Background: an optimization exercise with open tools, aiming at small area and a short achievable clock period. Do not read the settings as production practice.
Function was checked by simulation only, so behaviour that the tests miss may differ from the original.
The clock port is modelled as an ideal driver; clocking choices that lean on that would not hold on a real chip.
Power figures rest on the tool's default switching activity, not on a simulated workload.

## P
## c6288_top
module c6288_top (
  input         clk,
  input  [15:0] a,
  input  [15:0] b,
  output [31:0] p
);
export LEC_CHECK = 0
export CAP_MARGIN = 20
export CORE_MARGIN = 2
export CORE_UTILIZATION = 40
export CTS_BUF_LIST = sky130_fd_sc_hd__clkbuf_4 sky130_fd_sc_hd__clkbuf_8
export SLEW_MARGIN = 20
export SYNTH_HIERARCHICAL = 1
export SYNTH_MINIMUM_KEEP_SIZE = 0
create_clock -name core_clock -period 15.0 [get_ports {clk}]
standard.sh (not shown) runs the stock make flow with config.mk's settings and CLKGATE_MAP_FILE= SYNTH_SCRIPT=/design/flow/synth_recipe.tcl, a recipe that flattens the netlist after the stock synthesis.
==> flow/flow/run.sh <==
#!/bin/bash
set -uo pipefail
source flow/params.sh
export RES=orfs/results/sky130hd/c6288_top/base
ARGS=(MATCH_CELL_FOOTPRINT=0 "BUFFER_PORTS_ARGS=-buffer_cell $PORT_BUF" SETUP_SLACK_MARGIN=$SETUP_MARGIN $EXTRA)
if [ -n "${CTS_OPTS:-}" ]; then ARGS+=("CTS_ARGS=$CTS_OPTS"); fi
bash standard.sh "${ARGS[@]}" floorplan > std_floorplan.log 2>&1 || exit 1
if [ -n "$IN_FF" ]; then
  IN_FF=$IN_FF openroad -no_init -exit flow/upsize.tcl > upsize.log 2>&1 || exit 1
fi
bash standard.sh "${ARGS[@]}" cts > std_cts.log 2>&1 || exit 1
if [ -n "$SKEW_CELLS" ]; then
  SKEW_CELLS="$SKEW_CELLS" openroad -no_init -exit flow/skew.tcl > skew.log 2>&1 || exit 1
fi
bash standard.sh "${ARGS[@]}" finish > std_finish.log 2>&1
st=$?
cp orfs/logs/sky130hd/c6288_top/base/*.log . 2>/dev/null
exit $st
==> flow/flow/params.sh <==
SETUP_MARGIN=0
PORT_BUF=sky130_fd_sc_hd__buf_1
IN_FF=sky130_fd_sc_hd__dfxtp_4
SKEW_CELLS="sky130_fd_sc_hd__clkdlybuf4s50_1 sky130_fd_sc_hd__clkbuf_4"
EXTRA=""
CTS_OPTS="-sink_clustering_enable -repair_clock_nets -dont_use_dummy_load -buf_list {sky130_fd_sc_hd__clkbuf_4 sky130_fd_sc_hd__clkbuf_8}"
Other scripts of this flow, unchanged in this note and not shown: flow/flow/skew.tcl, flow/flow/upsize.tcl
The final layout from P, which completed every stage, passed the timing, DRC and antenna checks at the end of the flow.
Here is what was changed in the inputs of Q compared with P.
Settings: a change of CORE_UTILIZATION from 40 to 65; a deleted CTS_BUF_LIST that had been sky130_fd_sc_hd__clkbuf_4 sky130_fd_sc_hd__clkbuf_8.
diff --git a/flow/flow/params.sh b/flow/flow/params.sh
--- a/flow/flow/params.sh
+++ b/flow/flow/params.sh
@@ -1 +1 @@
-SETUP_MARGIN=0
+SETUP_MARGIN=10.7
@@ -3 +3 @@
-IN_FF=sky130_fd_sc_hd__dfxtp_4
+IN_FF=sky130_fd_sc_hd__dfxtp_2
@@ -5 +5 @@
-EXTRA=""
+EXTRA="SKIP_CTS_REPAIR_TIMING=1 REMOVE_ABC_BUFFERS=1 SETUP_MOVE_SEQUENCE=sizeup,swap"
==> summary.txt <==
Vias: Q above P
Q — width of the die 21% lower, P as reference
Compared with P, in Q sequential share of layout area roughly the same, row count went down, part of the total power dissipated in combinational logic has increased.
Changes observed in Q relative to P: post-route cell area rose by 1.4%; first-pass GRT wire length stayed essentially flat.
Cmp Q and P / share of total power in the clock network / lower: Q
Diff Q and P: post-route total power lower in P
> inputs changed (Q -> R)
Settings: setting CTS_BUF_LIST to sky130_fd_sc_hd__clkbuf_4 sky130_fd_sc_hd__clkbuf_8 for the first time; changing CORE_UTILIZATION from 65 to 40.
diff --git a/flow/flow/run.sh b/flow/flow/run.sh
--- a/flow/flow/run.sh
+++ b/flow/flow/run.sh
@@ -6 +5,0 @@
-if [ -n "${CTS_OPTS:-}" ]; then ARGS+=("CTS_ARGS=$CTS_OPTS"); fi
==> flow/flow/params.sh <==
SETUP_MARGIN=0
PORT_BUF=sky130_fd_sc_hd__buf_1
IN_FF=sky130_fd_sc_hd__dfxtp_4
SKEW_CELLS="sky130_fd_sc_hd__clkdlybuf4s50_1 sky130_fd_sc_hd__clkbuf_4"
EXTRA=""
Results
R finished end to end and its layout was clean on timing, DRC and antenna.
The post-synthesis instance area was comparable across R and Q.
Re xor-xnor portion of the synthesized cell area: no difference whatsoever between R and Q.
Q → R: post-place setup slack now sits higher, count of buffering cells on the critical path with inverters included now sits lower.
Comparing Q against R, there is no change at all in global route total overflow.
Looking at critical-path cell with the highest stage delay, the sky130_fd_sc_hd__dfxtp_2 result is from Q; the sky130_fd_sc_hd__fa_1 one comes from R.
Relative to Q, multi-input logic portion of the cell area has gone down in R.
Compared with Q, in R area inside the core boundary went up 0.0075 mm², sum of met3 wire segment lengths after detailed routing rose by about 13%.
Changes observed in R relative to Q: proportion of layout cells with a drive suffix above 1 now smaller; fraction of area in non-clock buffers now smaller; clock network fraction of design power now larger.
Input changes introduced in S (baseline for comparison: R):
diff --git a/flow/flow/run.sh b/flow/flow/run.sh
--- a/flow/flow/run.sh
+++ b/flow/flow/run.sh
@@ -5,0 +6 @@
+if [ -n "${CTS_OPTS:-}" ]; then ARGS+=("CTS_ARGS=$CTS_OPTS"); fi
==> flow/flow/params.sh <==
SETUP_MARGIN=11.0
PORT_BUF=sky130_fd_sc_hd__buf_1
IN_FF=sky130_fd_sc_hd__dfxtp_2
SKEW_CELLS="sky130_fd_sc_hd__clkdlybuf4s50_1 sky130_fd_sc_hd__clkbuf_4"
EXTRA="SKIP_CTS_REPAIR_TIMING=1 REMOVE_ABC_BUFFERS=1 SETUP_MOVE_SEQUENCE=sizeup,swap"
CTS_OPTS="-sink_clustering_enable -repair_clock_nets -dont_use_dummy_load -buf_list {sky130_fd_sc_hd__clkbuf_4 sky130_fd_sc_hd__clkbuf_8}"
- [diff] power consumption, S relative to R: regression
- From R to S the numbers moved as follows: detailed-routed wire length on met3 now smaller; net switching power went up; met2 global-route usage went down by 1.2 points.
- Relative to R, data required time of the critical path has gone down in S.
- Summary of S over R: power share of the combinational group higher, clock edge transition at the registers on the reported setup and hold paths climbed 0.03 ns, final-layout fill cell count fell by 38, post-placement setup slack shows a reduction of 0.086 ns.

---

== build 55 ==
Starting RTL as in the previous note.
Settings: LEC_CHECK=0, CAP_MARGIN=20, CORE_MARGIN=2, CORE_UTILIZATION=40, CTS_BUF_LIST=sky130_fd_sc_hd__clkbuf_4 sky130_fd_sc_hd__clkbuf_8, SLEW_MARGIN=20, SYNTH_HIERARCHICAL=1, SYNTH_MINIMUM_KEEP_SIZE=0; clock period 15.0 ns.
==> flow/flow/run.sh <==
#!/bin/bash
set -uo pipefail
source flow/params.sh
export RES=orfs/results/sky130hd/c6288_top/base
ARGS=(MATCH_CELL_FOOTPRINT=0 "BUFFER_PORTS_ARGS=-buffer_cell $PORT_BUF" SETUP_SLACK_MARGIN=$SETUP_MARGIN $EXTRA)
if [ -n "${CTS_OPTS:-}" ]; then ARGS+=("CTS_ARGS=$CTS_OPTS"); fi
bash standard.sh "${ARGS[@]}" floorplan > std_floorplan.log 2>&1 || exit 1
if [ -n "$IN_FF" ]; then
  IN_FF=$IN_FF openroad -no_init -exit flow/upsize.tcl > upsize.log 2>&1 || exit 1
fi
bash standard.sh "${ARGS[@]}" cts > std_cts.log 2>&1 || exit 1
if [ -n "$SKEW_CELLS" ]; then
  SKEW_CELLS="$SKEW_CELLS" openroad -no_init -exit flow/skew.tcl > skew.log 2>&1 || exit 1
fi
bash standard.sh "${ARGS[@]}" finish > std_finish.log 2>&1
st=$?
cp orfs/logs/sky130hd/c6288_top/base/*.log . 2>/dev/null
exit $st
==> flow/flow/params.sh <==
SETUP_MARGIN=0
PORT_BUF=sky130_fd_sc_hd__buf_1
IN_FF=sky130_fd_sc_hd__dfxtp_2
SKEW_CELLS="sky130_fd_sc_hd__clkdlybuf4s50_1 sky130_fd_sc_hd__clkbuf_4"
EXTRA=""
CTS_OPTS="-sink_clustering_enable -repair_clock_nets -dont_use_dummy_load -buf_list {sky130_fd_sc_hd__clkbuf_4 sky130_fd_sc_hd__clkbuf_8}"
Other scripts of this flow, unchanged in this note and not shown: flow/flow/skew.tcl, flow/flow/upsize.tcl
Relative to build 55, the following input files were edited for build 17:
- swapping sky130_fd_sc_hd__clkbuf_4 sky130_fd_sc_hd__clkbuf_8 for sky130_fd_sc_hd__clkbuf_4 in CTS_BUF_LIST
diff --git a/flow/flow/run.sh b/flow/flow/run.sh
--- a/flow/flow/run.sh
+++ b/flow/flow/run.sh
@@ -5,3 +5,2 @@
 ARGS=(MATCH_CELL_FOOTPRINT=0 "BUFFER_PORTS_ARGS=-buffer_cell $PORT_BUF" SETUP_SLACK_MARGIN=$SETUP_MARGIN $EXTRA)
-if [ -n "${CTS_OPTS:-}" ]; then ARGS+=("CTS_ARGS=$CTS_OPTS"); fi
 bash standard.sh "${ARGS[@]}" floorplan > std_floorplan.log 2>&1 || exit 1
==> flow/flow/params.sh <==
SETUP_MARGIN=0
PORT_BUF=sky130_fd_sc_hd__buf_1
IN_FF=sky130_fd_sc_hd__dfxtp_4
SKEW_CELLS="sky130_fd_sc_hd__clkdlybuf4s50_1 sky130_fd_sc_hd__clkdlybuf4s15_1 sky130_fd_sc_hd__clkbuf_4"
EXTRA=""
--- outcome ---
STATUS clock network power consumption: build 17 loses against build 55. ~same global-route usage in build 55 and build 17. Diff build 55 -> build 17: routed length on met2 shows an increase of 2.0%; worst slack on hold paths went down by 0.027 ns; share of total power in combinational logic moved down; routed wire length saw an increase; total design power rose 0.047 mW. STATUS final critical path time including I/O delays and setup: build 17 loses against build 55. Clock skew in build 17 is 0.18 ns higher than in build 55. Relative to build 55, worst setup slack decreased by 0.11 ns in build 17. Wire length on met3 ends up lower on build 55. Build 55 vs build 17, cell with the largest stage delay on the worst path: sky130_fd_sc_hd__fa_1 vs sky130_fd_sc_hd__dfxtp_1.
## Diff of input files: build 78 against build 17
- CTS_BUF_LIST now sky130_fd_sc_hd__clkbuf_4 sky130_fd_sc_hd__clkbuf_8, was sky130_fd_sc_hd__clkbuf_4
diff --git a/flow/flow/run.sh b/flow/flow/run.sh
--- a/flow/flow/run.sh
+++ b/flow/flow/run.sh
@@ -5,2 +5,3 @@
 ARGS=(MATCH_CELL_FOOTPRINT=0 "BUFFER_PORTS_ARGS=-buffer_cell $PORT_BUF" SETUP_SLACK_MARGIN=$SETUP_MARGIN $EXTRA)
+if [ -n "${CTS_OPTS:-}" ]; then ARGS+=("CTS_ARGS=$CTS_OPTS"); fi
 bash standard.sh "${ARGS[@]}" floorplan > std_floorplan.log 2>&1 || exit 1
==> flow/flow/params.sh <==
SETUP_MARGIN=10.7
PORT_BUF=sky130_fd_sc_hd__buf_1
IN_FF=sky130_fd_sc_hd__dfxtp_2
SKEW_CELLS="sky130_fd_sc_hd__clkdlybuf4s50_1 sky130_fd_sc_hd__clkbuf_4"
EXTRA="SKIP_CTS_REPAIR_TIMING=1 REMOVE_ABC_BUFFERS=1 SETUP_MOVE_SEQUENCE=sizeup,swap"
CTS_OPTS="-sink_clustering_enable -repair_clock_nets -dont_use_dummy_load -buf_list {sky130_fd_sc_hd__clkbuf_4 sky130_fd_sc_hd__clkbuf_8}"
Notes after the runs:
Build 78 and build 17 ended up with nearly the same sequential share of layout area. Build 78 vs. build 17: aggregate routed wire length shrank by about 1.5%, routed wire length on met2 shrank by about 2.4%, worst setup margin grew by 0.30 ns. Instance area after placement delta for build 78 relative to build 17: 80 µm² lower. NOTE routed wirelength normalized by instance count build 17->build 78 increased slightly.

[separate check: timing with driven ports]
Ports are ideal in the flow. The routed layouts listed here were re-timed in OpenROAD. Step 1: set_driving_cell puts a clkbuf_16 on clk and a buf_2 on each other input, an assumption about the parent block. Step 2, shift: input delay + t, output delay - t, t = (earliest + latest rising clock arrival at the registers) / 2. This alone moves slack from input paths to output paths. Three values: no drivers, after step 1, after step 2; two values: the first two.
run	t, ns	setup WS [ns]	clock arrival spread, ns	worst register clock-pin slew, ns	worst slew at a driven data input, ns	pins driven straight from the clock port
P	0.696	10.403 / 10.403 / 10.403	0.654 / 0.653	0.09 / 0.09	0.04	1
Q	0.714	10.546 / 10.507 / 10.752	0.675 / 0.674	0.08 / 0.08	0.04	1
R	0.702	10.457 / 10.457 / 10.457	0.645 / 0.646	0.09 / 0.09	0.04	1
S	0.702	10.556 / 10.520 / 10.734	0.659 / 0.659	0.11 / 0.11	0.04	1
build 55	0.694	10.375 / 10.375 / 10.375	0.658 / 0.658	0.09 / 0.09	0.04	1
build 17	0.868	10.261 / 10.222 / 10.614	0.841 / 0.841	0.11 / 0.11	0.04	1
build 78	0.699	10.562 / 10.525 / 10.734	0.655 / 0.656	0.11 / 0.11	0.04	1
Clock arrivals are far apart in every run listed, so t is only a midpoint there and step 2 fits no single register.
